This design comes from an exercise in tuning for small area on the open sky130 flow, not from production work. Function was checked by simulation only, so behaviour that the tests miss may differ from the original. Power and IR drop assume default switching activity.

[flow/config.mk]
export PLATFORM = sky130hd
export DESIGN_NAME = qspis_top
export DESIGN_NICKNAME = qspis_top
export VERILOG_FILES = /design/flow/design.v
export SDC_FILE = /design/flow/constraint.sdc
export NUM_CORES = 4
export LEC_CHECK = 0
export CAP_MARGIN = 20
export CORE_MARGIN = 2
export CORE_UTILIZATION = 40
export PLACE_DENSITY = 0.6
export SLEW_MARGIN = 20
[flow/run.sh]
#!/bin/bash
# synth_recipe.tcl (not shown) runs the flow's synth.tcl, then flattens the netlist and writes it again
# the make line also repeats each setting of config.mk as NAME=value (left out here)
make -C /OpenROAD-flow-scripts/flow DESIGN_CONFIG=/design/flow/config.mk WORK_HOME=/design/flow/orfs CLKGATE_MAP_FILE= SYNTH_SCRIPT=/design/flow/synth_recipe.tcl finish
[flow/design.v]
module qspis_if (
	     input  logic         sys_clk         ,
	     input  logic         rst_n           ,
         input  logic         sclk            ,
         input  logic         ssn             ,
         input  logic [3:0]   sdin            ,
         output logic [3:0]   sdout           ,
         output logic         sdout_oen       ,
         output logic         reg_wr          ,  
         output logic         reg_rd          ,  
         output logic [23:0]  reg_addr        ,  
         output logic  [3:0]  reg_be          ,  
         output logic [31:0]  reg_wdata       ,  
         input  logic [31:0]  reg_rdata       ,  
         input  logic         reg_ack            
             );
reg  [5:0]     bitcnt           ;
reg  [7:0]     cmd_reg          ;
reg  [31:0]    RegSdOut         ;
reg [2:0]      spi_if_st        ;
parameter    S_IDLE     = 3'b000,
             S_CMD      = 3'b001,
             S_ADDR     = 3'b010,
             S_WRITE    = 3'b011,
             S_DUMMY    = 3'b100,
             S_READ     = 3'b101,
             S_EXIT     = 3'b110;
parameter C_WREN        = 8'h06,  
	      C_WRDS        = 8'h04,  
	      C_RSR1        = 8'h05,  
	      C_RSR2        = 8'h35,  
	      C_RSR3        = 8'h15,  
	      C_WSR1        = 8'h01,  
	      C_WSR2        = 8'h31,  
	      C_WSR3        = 8'h11,  
	      C_RD          = 8'h03,  
	      C_FRD         = 8'h0B,  
	      C_FDRD        = 8'h3B,  
          C_FQRD        = 8'h6B,  
	      C_FRDIO       = 8'hBB,  
	      C_FRQIO       = 8'hEB,  
	      C_PWDN        = 8'hB9,  
	      C_RMID        = 8'h90,  
	      C_RMIDDIO     = 8'h92,  
	      C_RMIDQIO     = 8'h94,  
	      C_RJEDEC      = 8'h9F,  
	      C_PPGM        = 8'h02,  
	      C_QPPGM       = 8'h32;  
parameter P_SINGLE = 2'b00,
          P_DUAL   = 2'b01,
          P_QUAD   = 2'b10,
          P_DDR    = 2'b11;
parameter P_WRITE  = 1'b0,
          P_READ   = 1'b1;
logic       spi_cpol           ;  
logic       cfg_spi_phase      ;  
logic [1:0] cfg_spi_amode      ;  
logic [1:0] cfg_spi_dmode      ;  
logic       cfg_wren           ;  
logic       dummy_enb          ;  
logic       addr_inc           ;  
logic [3:0] sdin_l             ;
wire cmd_phase     = (spi_if_st == S_CMD );
wire adr_phase     = (spi_if_st == S_ADDR);
wire dummy_phase   = (spi_if_st == S_DUMMY );
wire wr_phase      = (spi_if_st == S_WRITE);
wire rd_phase      = (spi_if_st == S_READ);
logic     sck_l0,sck_l1,sck_l2;
wire sck_pdetect = (!sck_l2 && sck_l1) ? 1'b1: 1'b0;
wire sck_ndetect = (sck_l2 && !sck_l1) ? 1'b1: 1'b0;
reg  sck_pdetect_d;
reg  sck_ndetect_d;
always @ (posedge sys_clk or negedge rst_n) begin
if (!rst_n) begin
      sck_l0 <= 1'b1;
      sck_l1 <= 1'b1;
      sck_l2 <= 1'b1;
      sck_pdetect_d <= 1'b0;
      sck_ndetect_d <= 1'b0;
   end
   else begin
      sck_l0 <= sclk;
      sck_l1 <= sck_l0;  
      sck_l2 <= sck_l1;
      sck_pdetect_d <= sck_pdetect;
      sck_ndetect_d <= sck_ndetect;
   end
end
logic     ssn_l0,ssn_l1, ssn_ss;
assign ssn_ss = ssn_l1;
always @ (posedge sys_clk or negedge rst_n) begin
if (!rst_n) begin
      ssn_l0 <= 1'b1;
      ssn_l1 <= 1'b1;
   end
   else begin
      ssn_l0 <= ssn;
      ssn_l1 <= ssn_l0;  
   end
end
logic [3:0] sdin_l0, sdin_l1;
always @ (posedge sys_clk or negedge rst_n) begin
if (!rst_n) begin
      sdin_l0 <= 4'b0;
      sdin_l1 <= 4'b0;
      sdin_l  <= 4'b0;
   end
   else begin
      sdin_l0 <= sdin;
      sdin_l1 <= sdin_l0;
      sdin_l  <= sdin_l1;
   end
end
assign reg_be = 4'hF;  
always @(negedge rst_n or posedge sys_clk)
begin
  if (!rst_n)
     cmd_reg[7:0] <= 8'b0;
  else if (cmd_phase & (sck_pdetect))
     cmd_reg[7:0] <= {cmd_reg[6:0], sdin_l[0]};
end
always @(negedge rst_n or posedge sys_clk)
begin
  if (!rst_n)
     reg_addr[23:0] <= 24'b0;
  else if (adr_phase & (sck_pdetect)) begin
     case(cfg_spi_amode)  
     P_SINGLE: reg_addr[23:0] <= {reg_addr[22:0], sdin_l[0]};
     P_DUAL:   reg_addr[23:0] <= {reg_addr[21:0], sdin_l[1:0]};
     P_QUAD:   reg_addr[23:0] <= {reg_addr[19:0], sdin_l[3:0]};
     default:  reg_addr[23:0] <= {reg_addr[22:0], sdin_l[0]};
     endcase
   end else if(addr_inc) begin
      reg_addr[23:0] <= reg_addr+4;
   end
end 
always @(negedge rst_n or posedge sys_clk)
begin
  if (!rst_n)
     reg_wdata[31:0] <= 32'b0;
  else if (wr_phase & (sck_pdetect)) begin
     case(cfg_spi_dmode)  
     P_SINGLE:  reg_wdata[31:0] <= {reg_wdata[30:0], sdin_l[0]};
     P_DUAL:    reg_wdata[31:0] <= {reg_wdata[29:0], sdin_l[1:0]};
     P_QUAD:    reg_wdata[31:0] <= {reg_wdata[28:0], sdin_l[3:0]};
     default:   reg_wdata[31:0] <= {reg_wdata[30:0], sdin_l[0]};
     endcase
   end
end
always @(negedge rst_n or posedge sys_clk)
begin
  if (!rst_n) begin
     sdout          <= 4'b0;
     RegSdOut       <= 32'b0;
  end else begin
	  if(reg_ack) begin
          RegSdOut <= reg_rdata;
      end else begin
         if((rd_phase && sck_ndetect)) begin
            case(cfg_spi_dmode)  
            P_SINGLE: begin
               sdout[0]   <= RegSdOut[31];
               sdout[3:1] <= 3'b111;
               RegSdOut <= {RegSdOut[30:0], 1'b0};
            end
            P_DUAL: begin
               sdout[0] <= RegSdOut[30];
               sdout[1] <= RegSdOut[31];
               sdout[3:2] <= 2'b11;
               RegSdOut <= {RegSdOut[29:0], 2'b0};
            end
            P_QUAD: begin
               sdout[0] <= RegSdOut[28];
               sdout[1] <= RegSdOut[29];
               sdout[2] <= RegSdOut[30];
               sdout[3] <= RegSdOut[31];
               RegSdOut <= {RegSdOut[27:0], 4'b0};
            end
            default: begin
               sdout[0]   <= RegSdOut[31];
               sdout[3:1] <= 3'b111;
               RegSdOut <= {RegSdOut[30:0], 1'b0};
            end
            endcase
         end
     end
   end
end
always @(negedge rst_n or posedge sys_clk)
begin
   if (!rst_n) begin
      dummy_enb    <= 1'b0;
      reg_wr       <= 1'b0;
      reg_rd       <= 1'b0;
      addr_inc     <= 1'b0;
      sdout_oen    <= 1'b1;
      bitcnt       <= 6'b000111;
      cfg_wren     <= 1'b0;
      cfg_spi_phase <= 1'b0;
      cfg_spi_amode <= 2'b0;
      cfg_spi_dmode <= 2'b0;
      spi_cpol     <= 1'b0;
      spi_if_st    <= S_IDLE;
   end else if(ssn_ss)    begin
      dummy_enb     <= 1'b0;
      reg_wr        <= 1'b0;
      reg_rd        <= 1'b0;
      sdout_oen     <= 1'b1;
      bitcnt        <= 6'b000111;
      spi_cpol      <= sck_l1;  
	  spi_if_st     <= S_IDLE; 
   end else begin
       case (spi_if_st)
          S_IDLE  : begin  
             reg_wr       <= 1'b0;
             reg_rd       <= 1'b0;
             sdout_oen    <= 1'b1;
             bitcnt       <= 6'b000111;
             if (ssn_ss == 1'b0 && !spi_cpol) begin  
                spi_if_st <= S_CMD ;
             end else if (ssn_ss == 1'b0 && spi_cpol && sck_ndetect) begin
                spi_if_st <= S_CMD ;
             end 
          end
          S_CMD  : begin  
             if (ssn_ss == 1'b1) begin
                spi_if_st <= S_IDLE;
            end else if (sck_pdetect_d) begin
                if(bitcnt   == 6'b0)  begin
    	            case(cmd_reg)
    	            C_WREN: begin  
    	               cfg_wren  <= 1'b1;
                       spi_if_st <= S_EXIT;
    	            end
    	            C_WRDS: begin  
    	               cfg_wren  <= 1'b0;
                       spi_if_st <= S_EXIT;
    	            end
    	            C_RSR1: begin  
                       spi_if_st <= S_EXIT;
    	            end
    	            C_RSR2: begin  
                       spi_if_st <= S_EXIT;
    	            end
    	            C_RSR3: begin  
                       spi_if_st <= S_EXIT;
    	            end
    	            C_WSR1: begin  
                       spi_if_st <= S_EXIT;
    	            end
    	            C_WSR2: begin  
                       spi_if_st <= S_EXIT;
    	            end
    	            C_WSR3: begin  
                       spi_if_st <= S_EXIT;
    	            end
    	            C_RD: begin  
    	               dummy_enb     <= 1'b0;
    	               cfg_spi_phase <= P_READ; 
                       bitcnt        <= 6'b10111;
    	               cfg_spi_amode <= P_SINGLE;  
    	               cfg_spi_dmode <= P_SINGLE;  
                       spi_if_st     <= S_ADDR;
    	            end
    	            C_FRD: begin  
    	               dummy_enb     <= 1'b1;
    	               cfg_spi_phase <= P_READ; 
                       bitcnt        <= 6'b10111;
    	               cfg_spi_amode <= P_SINGLE;  
    	               cfg_spi_dmode <= P_SINGLE;  
                       spi_if_st     <= S_ADDR;
    	            end
    	            C_FDRD: begin  
    	               dummy_enb     <= 1'b1;
    	               cfg_spi_phase <= P_READ; 
    	               cfg_spi_amode <= P_SINGLE;  
                       bitcnt        <= 6'b10111;
    	               cfg_spi_dmode <= P_DUAL;    
                       spi_if_st     <= S_ADDR;
    	            end
    	            C_FQRD: begin  
    	               dummy_enb     <= 1'b1;
    	               cfg_spi_phase <= P_READ; 
    	               cfg_spi_amode <= P_SINGLE;  
                       bitcnt        <= 6'b10111;
    	               cfg_spi_dmode <= P_QUAD  ;  
                       spi_if_st     <= S_ADDR;
    	            end
    	            C_FRDIO: begin  
    	               dummy_enb     <= 1'b1;
    	               cfg_spi_phase <= P_READ; 
    	               cfg_spi_amode <= P_DUAL;  
                       bitcnt        <= 6'b01011;
    	               cfg_spi_dmode <= P_DUAL;    
                       spi_if_st     <= S_ADDR;
    	            end
    	            C_FRQIO: begin  
    	               dummy_enb     <= 1'b1;
    	               cfg_spi_phase <= P_READ; 
    	               cfg_spi_amode <= P_QUAD;  
                       bitcnt        <= 6'b00101;
    	               cfg_spi_dmode <= P_QUAD;    
                       spi_if_st     <= S_ADDR;
    	            end
    	            C_PWDN: begin  
                       spi_if_st     <= S_EXIT;
    	            end
    	            C_RMID: begin  
    	               cfg_spi_amode <= P_SINGLE; 
    	               cfg_spi_dmode <= P_SINGLE;  
                       spi_if_st     <= S_EXIT;
    	            end
    	            C_RMIDDIO: begin  
    	               cfg_spi_amode <= P_DUAL; 
    	               cfg_spi_dmode <= P_DUAL;  
                       spi_if_st     <= S_EXIT;
    	            end
    	            C_RMIDQIO: begin  
    	               cfg_spi_amode <= P_QUAD; 
    	               cfg_spi_dmode <= P_QUAD;  
                       spi_if_st     <= S_EXIT;
    	            end
    	            C_RJEDEC: begin  
    	               cfg_spi_amode <= P_SINGLE; 
    	               cfg_spi_dmode <= P_SINGLE;  
                       spi_if_st     <= S_EXIT;
    	            end
    	            C_PPGM: begin  
    	               cfg_spi_phase <= P_WRITE; 
    	               cfg_spi_amode <= P_SINGLE; 
                       bitcnt        <= 6'b10111;
    	               cfg_spi_dmode <= P_SINGLE;  
                       spi_if_st     <= S_ADDR;
                        end
    	            C_QPPGM: begin  
    	               cfg_spi_phase <= P_WRITE; 
    	               cfg_spi_amode <= P_SINGLE; 
                       bitcnt        <= 6'b10111;
    	               cfg_spi_dmode <= P_QUAD;  
                       spi_if_st     <= S_ADDR;
                    end
    	            default: begin
                        spi_if_st <= S_EXIT;
    	            end
                    endcase
                end else begin
                    bitcnt       <= bitcnt -1;
                end
             end
           end
          S_ADDR : begin  
             reg_wr       <= 1'b0;
             reg_rd       <= 1'b0;
             if (ssn_ss == 1'b1) begin
                spi_if_st <= S_IDLE;
             end else if (sck_pdetect_d) begin
                if (bitcnt   == 6'b0) begin
                   bitcnt    <= 6'b0;
                   if(dummy_enb) begin
                      case(cmd_reg)  
                      C_FRD:    bitcnt       <= 6'b000111;
                      C_FDRD:   bitcnt       <= 6'b000111;
                      C_FRDIO:  bitcnt       <= 6'b000111;
                      C_FRDIO:  bitcnt       <= 6'b000011;
                      C_FRQIO:  bitcnt       <= 6'b000101;  
                      default:  bitcnt       <= 6'b000111;
                      endcase
                      spi_if_st <= S_DUMMY;
                   end else begin
                      case(cfg_spi_dmode)  
                      P_SINGLE: bitcnt       <= 6'b011111;
                      P_DUAL:   bitcnt       <= 6'b001111;
                      P_QUAD:   bitcnt       <= 6'b000111;
                      default:  bitcnt       <= 6'b011111;
                      endcase
                      if(cfg_spi_phase == P_READ) spi_if_st  <= S_READ;
                      else if(cfg_spi_phase == P_WRITE) spi_if_st <= S_WRITE;
                  end
                end else begin
                    bitcnt       <= bitcnt  -1;
                end
             end
          end
          S_DUMMY : begin  
             if (ssn_ss == 1'b1) begin
                spi_if_st <= S_IDLE;
             end else if (sck_pdetect_d) begin
                if (bitcnt   == 6'b00) begin
                   case(cfg_spi_dmode)  
                   P_SINGLE: bitcnt       <= 6'b011111;
                   P_DUAL:   bitcnt       <= 6'b001111;
                   P_QUAD:   bitcnt       <= 6'b000111;
                   default:  bitcnt       <= 6'b011111;
                   endcase
                   if(cfg_spi_phase == P_READ) begin
                      spi_if_st  <= S_READ;
                      reg_rd     <= 1;
                      sdout_oen  <= 1'b0;
                   end else if(cfg_spi_phase == P_WRITE) spi_if_st <= S_WRITE;
                end else begin
                    bitcnt       <= bitcnt  -1;
                end
             end
          end
          S_WRITE   : begin  
             if (ssn_ss == 1'b1) begin
                reg_wr    <= 0;
                addr_inc  <= 0;
                spi_if_st <= S_IDLE;
	         end else if(reg_ack) begin
                 reg_wr       <= 0;
                 addr_inc     <= 1;
             end else if (sck_pdetect_d) begin
                reg_wr       <= 0;
                addr_inc     <= 0;
                if (bitcnt   == 6'b0) begin
                   reg_wr     <= 1;
                   case(cfg_spi_dmode)  
                   P_SINGLE: bitcnt       <= 6'b011111;
                   P_DUAL:   bitcnt       <= 6'b001111;
                   P_QUAD:   bitcnt       <= 6'b000111;
                   default:  bitcnt       <= 6'b011111;
                   endcase
                end else begin
                    reg_wr       <= 0;
                    addr_inc     <= 0;
                    bitcnt       <= bitcnt  -1;
                end
             end else begin
                 addr_inc     <= 0;
             end
          end
          S_READ : begin  
             if (ssn_ss == 1'b1) begin
                reg_rd    <= 0;
                addr_inc  <= 0;
                spi_if_st <= S_IDLE;
	         end else if(reg_ack) begin
                 reg_rd       <= 0;
                 addr_inc     <= 1;
             end else if (sck_pdetect_d) begin
                addr_inc     <= 0;
                if (bitcnt   == 6'b0) begin
                   reg_rd     <= 1;
                   sdout_oen  <= 1'b0;
                   case(cfg_spi_dmode)  
                   P_SINGLE: bitcnt       <= 6'b011111;
                   P_DUAL:   bitcnt       <= 6'b001111;
                   P_QUAD:   bitcnt       <= 6'b000111;
                   default:  bitcnt       <= 6'b011111;
                   endcase
                end else begin
                    addr_inc     <= 0;
                    bitcnt       <= bitcnt  -1;
                end
             end else begin
                 addr_inc     <= 0;
             end
          end
          S_EXIT : begin  
             if (ssn_ss == 1'b1) begin
                spi_if_st <= S_IDLE;
	         end
	      end
          default      : spi_if_st <= S_IDLE;
       endcase
   end
end
endmodule
module qspis_wb(
             input  logic         reg_wr          ,  
             input  logic         reg_rd          ,  
             input  logic [23:0]  reg_addr        ,  
             input  logic  [3:0]  reg_be          ,  
             input  logic [31:0]  reg_wdata       ,  
             output logic  [31:0] reg_rdata       ,  
             output logic         reg_ack         ,  
             output  logic        wbm_cyc_o       ,   
             output  logic        wbm_stb_o       ,   
             output  logic [31:0] wbm_adr_o       ,   
             output  logic        wbm_we_o        ,   
             output  logic [31:0] wbm_dat_o       ,   
             output  logic [3:0]  wbm_sel_o       ,   
             input   logic [31:0] wbm_dat_i       ,   
             input   logic        wbm_ack_i       ,   
             input   logic        wbm_err_i           
);
assign wbm_cyc_o = reg_wr | reg_rd;
assign wbm_stb_o = reg_wr | reg_rd;
assign wbm_adr_o = {4'b0,reg_addr};
assign wbm_we_o  = reg_wr;
assign wbm_sel_o = reg_be;
assign wbm_dat_o = reg_wdata;
assign reg_rdata = wbm_dat_i;
assign reg_ack   = wbm_ack_i;
endmodule
module qspis_top (
	     input  logic         sys_clk         ,
	     input  logic         rst_n           ,
         input  logic         sclk            ,
         input  logic         ssn             ,
         input  logic [3:0]   sdin            ,
         output logic [3:0]   sdout           ,
         output logic         sdout_oen       ,
         output  logic        wbm_cyc_o       ,   
         output  logic        wbm_stb_o       ,   
         output  logic [31:0] wbm_adr_o       ,   
         output  logic        wbm_we_o        ,   
         output  logic [31:0] wbm_dat_o       ,   
         output  logic [3:0]  wbm_sel_o       ,   
         input   logic [31:0] wbm_dat_i       ,   
         input   logic        wbm_ack_i       ,   
         input   logic        wbm_err_i           
    );
logic         reg_wr          ;  
logic         reg_rd          ;  
logic [23:0]  reg_addr        ;  
logic [3:0]   reg_be          ;  
logic [31:0]  reg_wdata       ;  
logic [31:0]  reg_rdata       ;  
logic         reg_ack         ;  
qspis_if u_if (
	     .sys_clk         (sys_clk         ),
	     .rst_n           (rst_n           ),
             .sclk            (sclk            ),
             .ssn             (ssn             ),
             .sdin            (sdin            ),
             .sdout           (sdout           ),
             .sdout_oen       (sdout_oen       ),
             .reg_wr          (reg_wr          ),  
             .reg_rd          (reg_rd          ),  
             .reg_addr        (reg_addr        ),  
             .reg_be          (reg_be          ),  
             .reg_wdata       (reg_wdata       ),  
             .reg_rdata       (reg_rdata       ),  
             .reg_ack         (reg_ack         )   
             );
qspis_wb  u_spi2wb (
             .reg_wr          (reg_wr          ),  
             .reg_rd          (reg_rd          ),  
             .reg_addr        (reg_addr        ),  
             .reg_be          (reg_be          ),  
             .reg_wdata       (reg_wdata       ),  
             .reg_rdata       (reg_rdata       ),  
             .reg_ack         (reg_ack         ),  
             .wbm_cyc_o       (wbm_cyc_o       ),   
             .wbm_stb_o       (wbm_stb_o       ),   
             .wbm_adr_o       (wbm_adr_o       ),   
             .wbm_we_o        (wbm_we_o        ),   
             .wbm_dat_o       (wbm_dat_o       ),   
             .wbm_sel_o       (wbm_sel_o       ),   
             .wbm_dat_i       (wbm_dat_i       ),   
             .wbm_ack_i       (wbm_ack_i       ),   
             .wbm_err_i       (wbm_err_i       )    
);
endmodule
[flow/constraint.sdc]
create_clock -name core_clock -period 10.0 [get_ports {sys_clk}]
set_input_delay 2.0000 -clock core_clock [delete_from_list [all_inputs] [get_ports {sys_clk}]]
set_output_delay 2.0000 -clock core_clock [all_outputs]
set_load 0.01 [all_outputs]
==> report_table.html <==
<table>
<tr><th>Metric</th><th>Value</th></tr>
<tr><th colspan="2">Outcome</th></tr>
<tr><td>Result of the run</td><td>timing/DRC/antenna clean</td></tr>
<tr><th colspan="2">Layout</th></tr>
<tr><td>Proportion of layout cells with a drive suffix above 1</td><td>8.111%</td></tr>
<tr><td>Leading registers by flop count</td><td>u_if.RegSdOut x32, u_if.reg_wdata x32, u_if.reg_addr x24</td></tr>
<tr><td>Growth of design area from synthesis to finish</td><td>21.19%</td></tr>
<tr><td>Final Core Density</td><td>49.00%</td></tr>
<tr><td>Final cell count without fillers</td><td>1318</td></tr>
<tr><td>Final instance area</td><td>9852 um^2</td></tr>
<tr><td>Antenna cells</td><td>0</td></tr>
<tr><td>Number of nets in the finished design</td><td>1085</td></tr>
<tr><th colspan="2">Detailed routing</th></tr>
<tr><td>DRC viols</td><td>0</td></tr>
<tr><td>First-pass DRT Iterations</td><td>5</td></tr>
<tr><td>Routed vias/inst</td><td>5.369</td></tr>
<tr><td>Number of design-rule violations left by the first detailed-router iteration</td><td>477</td></tr>
<tr><td>Count of vias placed by the detailed router</td><td>7077</td></tr>
<tr><td>Routed wire length</td><td>18.85 mm</td></tr>
<tr><td>Wire length per cell after detailed routing</td><td>14.30 um</td></tr>
<tr><td>ANT nets after route</td><td>0</td></tr>
<tr><th colspan="2">STA</th></tr>
<tr><td>Final worst clock skew</td><td>0.01350 ns</td></tr>
<tr><td>Final total negative setup slack</td><td>0 ns</td></tr>
<tr><td>RSZ-0062 raised after global routing</td><td>no</td></tr>
<tr><td>Count of endpoints failing hold in the final timing report</td><td>0</td></tr>
<tr><td>Least-Margin Pin Slew</td><td>0.8949 ns</td></tr>
<tr><td>Fmax achieved</td><td>276.2 MHz</td></tr>
<tr><td>Period utilisation layout</td><td>36.21%</td></tr>
<tr><td>Number of setup violations in the final report</td><td>0</td></tr>
<tr><td>Post-route worst setup slack</td><td>6.379 ns</td></tr>
<tr><td>Slew margin rel.</td><td>40.34%</td></tr>
<tr><td>Post-layout min period</td><td>3.621 ns</td></tr>
<tr><td>Final hold slack</td><td>0.3453 ns</td></tr>
<tr><td>Final slew viol count</td><td>0</td></tr>
<tr><th colspan="2">Clocking</th></tr>
<tr><td>Root Buffer Master</td><td>sky130_fd_sc_hd__clkbuf_16</td></tr>
<tr><td>Setup bufs post-CTS</td><td>0</td></tr>
<tr><td>Worst-case clock buffer depth</td><td>2</td></tr>
<tr><td>H-tree depth reported by CTS</td><td>4</td></tr>
<tr><td>Clock latency at the later pin of the worst-skew pair</td><td>0.42 ns</td></tr>
<tr><td>Number of buffers added to fix hold violations after cts</td><td>0</td></tr>
<tr><td>Count of cells resized by post-cts repair</td><td>0</td></tr>
<tr><td>TritonCTS clock tree</td><td>done</td></tr>
<tr><td>Sinks on the clock net</td><td>138</td></tr>
<tr><td>CTS clock-pin slew for the worst setup and hold paths</td><td>0.06 ns</td></tr>
<tr><td>CTS buffer count</td><td>17</td></tr>
<tr><th colspan="2">Die</th></tr>
<tr><td>Initial Utilization</td><td>40.43%</td></tr>
<tr><td>Width of the die</td><td>146.6 um</td></tr>
<tr><td>Core area</td><td>20100 um^2</td></tr>
<tr><td>Vert. Die Dim</td><td>146.6 um</td></tr>
<tr><td>I/O pins</td><td>118</td></tr>
<tr><td>Number of cell rows</td><td>52</td></tr>
<tr><td>DIE AREA</td><td>21480 um^2</td></tr>
<tr><th colspan="2">Global route</th></tr>
<tr><td>Largest net degree at the start of global routing</td><td>127</td></tr>
<tr><td>GRT Util Overall</td><td>18.26%</td></tr>
<tr><td>Via count of the first global-routing pass</td><td>6668</td></tr>
<tr><td>Number of antenna violations at the first check in global routing</td><td>0</td></tr>
<tr><td>Remaining Overflow, GRT</td><td>0</td></tr>
<tr><td>Global-route wire length before repair</td><td>32.95 mm</td></tr>
<tr><th colspan="2">Synthesis</th></tr>
<tr><td>Synthesis warning total</td><td>1</td></tr>
<tr><td>Ranking of synthesized cells by area</td><td>sky130_fd_sc_hd__dfrtp_1, sky130_fd_sc_hd__a22oi_1, sky130_fd_sc_hd__a21oi_1, sky130_fd_sc_hd__o21ai_0, sky130_fd_sc_hd__nand2_1</td></tr>
<tr><td>Most used flip-flop cell after synthesis</td><td>sky130_fd_sc_hd__dfrtp_1</td></tr>
<tr><td>Biggest area consumer among synthesized cells</td><td>sky130_fd_sc_hd__dfrtp_1</td></tr>
<tr><td>Fraction of the yosys area taken by sequential cells</td><td>42.62%</td></tr>
<tr><td>Cell area after synthesis</td><td>8129 um^2</td></tr>
<tr><td>Mean Syn Cell Area</td><td>8.195 um^2</td></tr>
<tr><td>Number of distinct library cells after synthesis</td><td>67</td></tr>
<tr><td>Yosys top cell area share</td><td>39.71%</td></tr>
<tr><td>Number of instances in the synthesized netlist</td><td>992</td></tr>
<tr><td>Flip-flop and latch count after synthesis</td><td>138</td></tr>
<tr><td>Async set-or-reset flop fraction in the synthesized netlist</td><td>100.0%</td></tr>
<tr><td>Number of enable-type register cells in the synthesized netlist</td><td>0</td></tr>
<tr><th colspan="2">Critical path</th></tr>
<tr><td>Critical path data required time</td><td>8.00 ns</td></tr>
<tr><td>Critical Path Sink Type</td><td>output port</td></tr>
<tr><td>Classification of the worst setup path</td><td>reg2out</td></tr>
<tr><td>CP top delay family</td><td>buffers and inverters</td></tr>
<tr><td>Critical Path, Cell by Cell</td><td>or2_2 &gt; clkdlybuf4s50_1</td></tr>
<tr><td>Startpoint Class</td><td>flip-flop</td></tr>
<tr><td>Sum of buffers and inverters on the critical path</td><td>1</td></tr>
<tr><td>Largest stage delay, worst path</td><td>0.48 ns</td></tr>
<tr><td>Crit path arrival time</td><td>1.62 ns</td></tr>
<tr><td>Highest fanout seen on the critical path</td><td>3</td></tr>
<tr><td>Slowest cell on the critical path</td><td>sky130_fd_sc_hd__clkdlybuf4s50_1</td></tr>
<tr><th colspan="2">Power</th></tr>
<tr><td>Power per Cell Area</td><td>191.9 nW/um^2</td></tr>
<tr><td>Static leakage power</td><td>3.630 nW</td></tr>
<tr><td>Post-layout power</td><td>1.890 mW</td></tr>
<tr><td>VDD IR max</td><td>114.8 uV</td></tr>
<tr><th colspan="2">Run</th></tr>
<tr><td>Max-cap violations</td><td>0</td></tr>
<tr><th colspan="2">Placed design</th></tr>
<tr><td>Worst setup timing slack at the placement stage</td><td>6.192 ns</td></tr>
<tr><td>Buffers added on ports</td><td>104</td></tr>
<tr><td>Total cell area at the placement stage</td><td>9150 um^2</td></tr>
<tr><td>RD Place Congestion</td><td>0.8017</td></tr>
<tr><td>Cell Count Post-Placement</td><td>1285</td></tr>
<tr><td>Post-detailed-placement half-perimeter wirelength</td><td>11.96 mm</td></tr>
<tr><th colspan="2">Min path</th></tr>
<tr><td>Min-Delay Path Class</td><td>reg2reg</td></tr>
</table>
synthesized netlist by cell type, types with 5 or more instances:
library cell               count
sky130_fd_sc_hd__a211oi_1      5
sky130_fd_sc_hd__nor3_1       11
sky130_fd_sc_hd__dfrtp_1     129
sky130_fd_sc_hd__nand4_1       6
sky130_fd_sc_hd__nor2_1      123
sky130_fd_sc_hd__nor2b_1       9
sky130_fd_sc_hd__inv_1        19
sky130_fd_sc_hd__xor2_1        7
sky130_fd_sc_hd__xnor2_1      15
sky130_fd_sc_hd__a31oi_1       6
sky130_fd_sc_hd__o21ai_0     110
sky130_fd_sc_hd__a221oi_1      6
sky130_fd_sc_hd__clkbuf_1     68
sky130_fd_sc_hd__and3_1        6
sky130_fd_sc_hd__a21oi_1     114
sky130_fd_sc_hd__dfstp_2       9
sky130_fd_sc_hd__o21ai_1       6
sky130_fd_sc_hd__buf_4        19
sky130_fd_sc_hd__ha_1          8
sky130_fd_sc_hd__nand3_1       9
sky130_fd_sc_hd__a22oi_1      78
sky130_fd_sc_hd__nand2_1     132
sky130_fd_sc_hd__mux2_2       14
final timing paths:
path | startpoint | endpoint | slack [ns] | cells past startpoint
max in group asynchronous | rst_n | u_if.reg_wdata[27]$_DFFE_PN0P_ | 7.12 | 2
min in group asynchronous | rst_n | u_if.reg_addr[12]$_DFFE_PN0N_ | 1.63 | 1
worst max register to register | u_if.spi_if_st[2]$_DFFE_PN0P_ | u_if.sdout[0]$_DFFE_PN0P_ | 7.36 | 6
worst min-delay path | u_if.sdin_l0[2]$_DFF_PN0_ | u_if.sdin_l1[2]$_DFF_PN0_ | 0.35 | 0
worst min register to register | u_if.sdin_l0[2]$_DFF_PN0_ | u_if.sdin_l1[2]$_DFF_PN0_ | 0.35 | 0
worst max-delay path | u_if.reg_rd$_DFFE_PN0P_ | wbm_stb_o | 6.38 | 2
cells by family after synthesis:
| kind of cell | after synthesis | share of synthesized area (%) |
|---|---|---|
| buffers and inverters | 116 | 6.495 |
| AOI/OAI and AO/OA | 355 | 26.34 |
| DFF | 138 | 42.62 |
| other | 2 | 0.09238 |
| adders and majority gates | 8 | 1.231 |
| xor gates and xnor gates | 22 | 2.370 |
| muxes | 18 | 2.493 |
| and+or+nand+nor | 333 | 18.36 |
final cells by class:
type / count / area (um^2)
sequential: 138 / 3465
multi-input combinational: 748 / 4202
timing repair buffer: 111 / 1110
inverter: 19 / 71.32
clock buffer: 17 / 425.4
clock inverter: 15 / 241.5
tap: 270 / 337.8
fill: 1928 / 10250
cell usage in the layout, fill, tap and decap left out, types with 11 or more instances in the layout:
master / count
sky130_fd_sc_hd__nor2_1: 123
sky130_fd_sc_hd__a22oi_1: 78
sky130_fd_sc_hd__a21oi_1: 114
sky130_fd_sc_hd__conb_1: 12
sky130_fd_sc_hd__clkdlybuf4s50_1: 102
sky130_fd_sc_hd__dfrtp_1: 129
sky130_fd_sc_hd__clkbuf_16: 17
sky130_fd_sc_hd__inv_1: 19
sky130_fd_sc_hd__mux2_2: 14
sky130_fd_sc_hd__o21ai_0: 110
sky130_fd_sc_hd__xnor2_1: 15
sky130_fd_sc_hd__nand2_1: 132
sky130_fd_sc_hd__nor3_1: 11
power breakdown:
group / total [mW] / internal (mW) / switching [mW]
registers: 0.760 / 0.631 / 0.129
clock network: 0.709 / 0.449 / 0.260
logic: 0.421 / 0.206 / 0.214
metal layers:
metal	vias to the layer above	wire (um)	track usage [%]
met1	3347	9208	25.86
met5	-	0	0
met2	138	8766	28.58
met3	18	605	3.594
li1	3574	-	-
met4	0	270	5.146

afterwards: timing with drivers on the ports:
The results above use ideal ports. As a check the final layout listed here was re-extracted and re-timed, cells and wires unchanged. Step 1 (the two cells are an assumption about what drives the block):
set clk [get_ports {sys_clk}]
set_driving_cell -lib_cell sky130_fd_sc_hd__clkbuf_16 $clk
set_driving_cell -lib_cell sky130_fd_sc_hd__buf_2 [delete_from_list [all_inputs] $clk]
Step 2 times the ports against the registers' clock, not the clock port: input delays grow and output delays shrink by t, the midpoint of the rising clock arrivals with the driver on. Three values: no drivers, after step 1, after step 2; two values: the first two.
shift t [ns]: 0.462
setup slack, ns: 6.379 / 6.333 / 6.181
worst register clock-pin slew, ns: 0.07 / 0.07
pins driven straight from the clock port: 1
After both steps setup and hold are still met in this run. For this run, drivers alone change the setup slack by -0.046 ns; drivers and shift together by -0.198 ns.
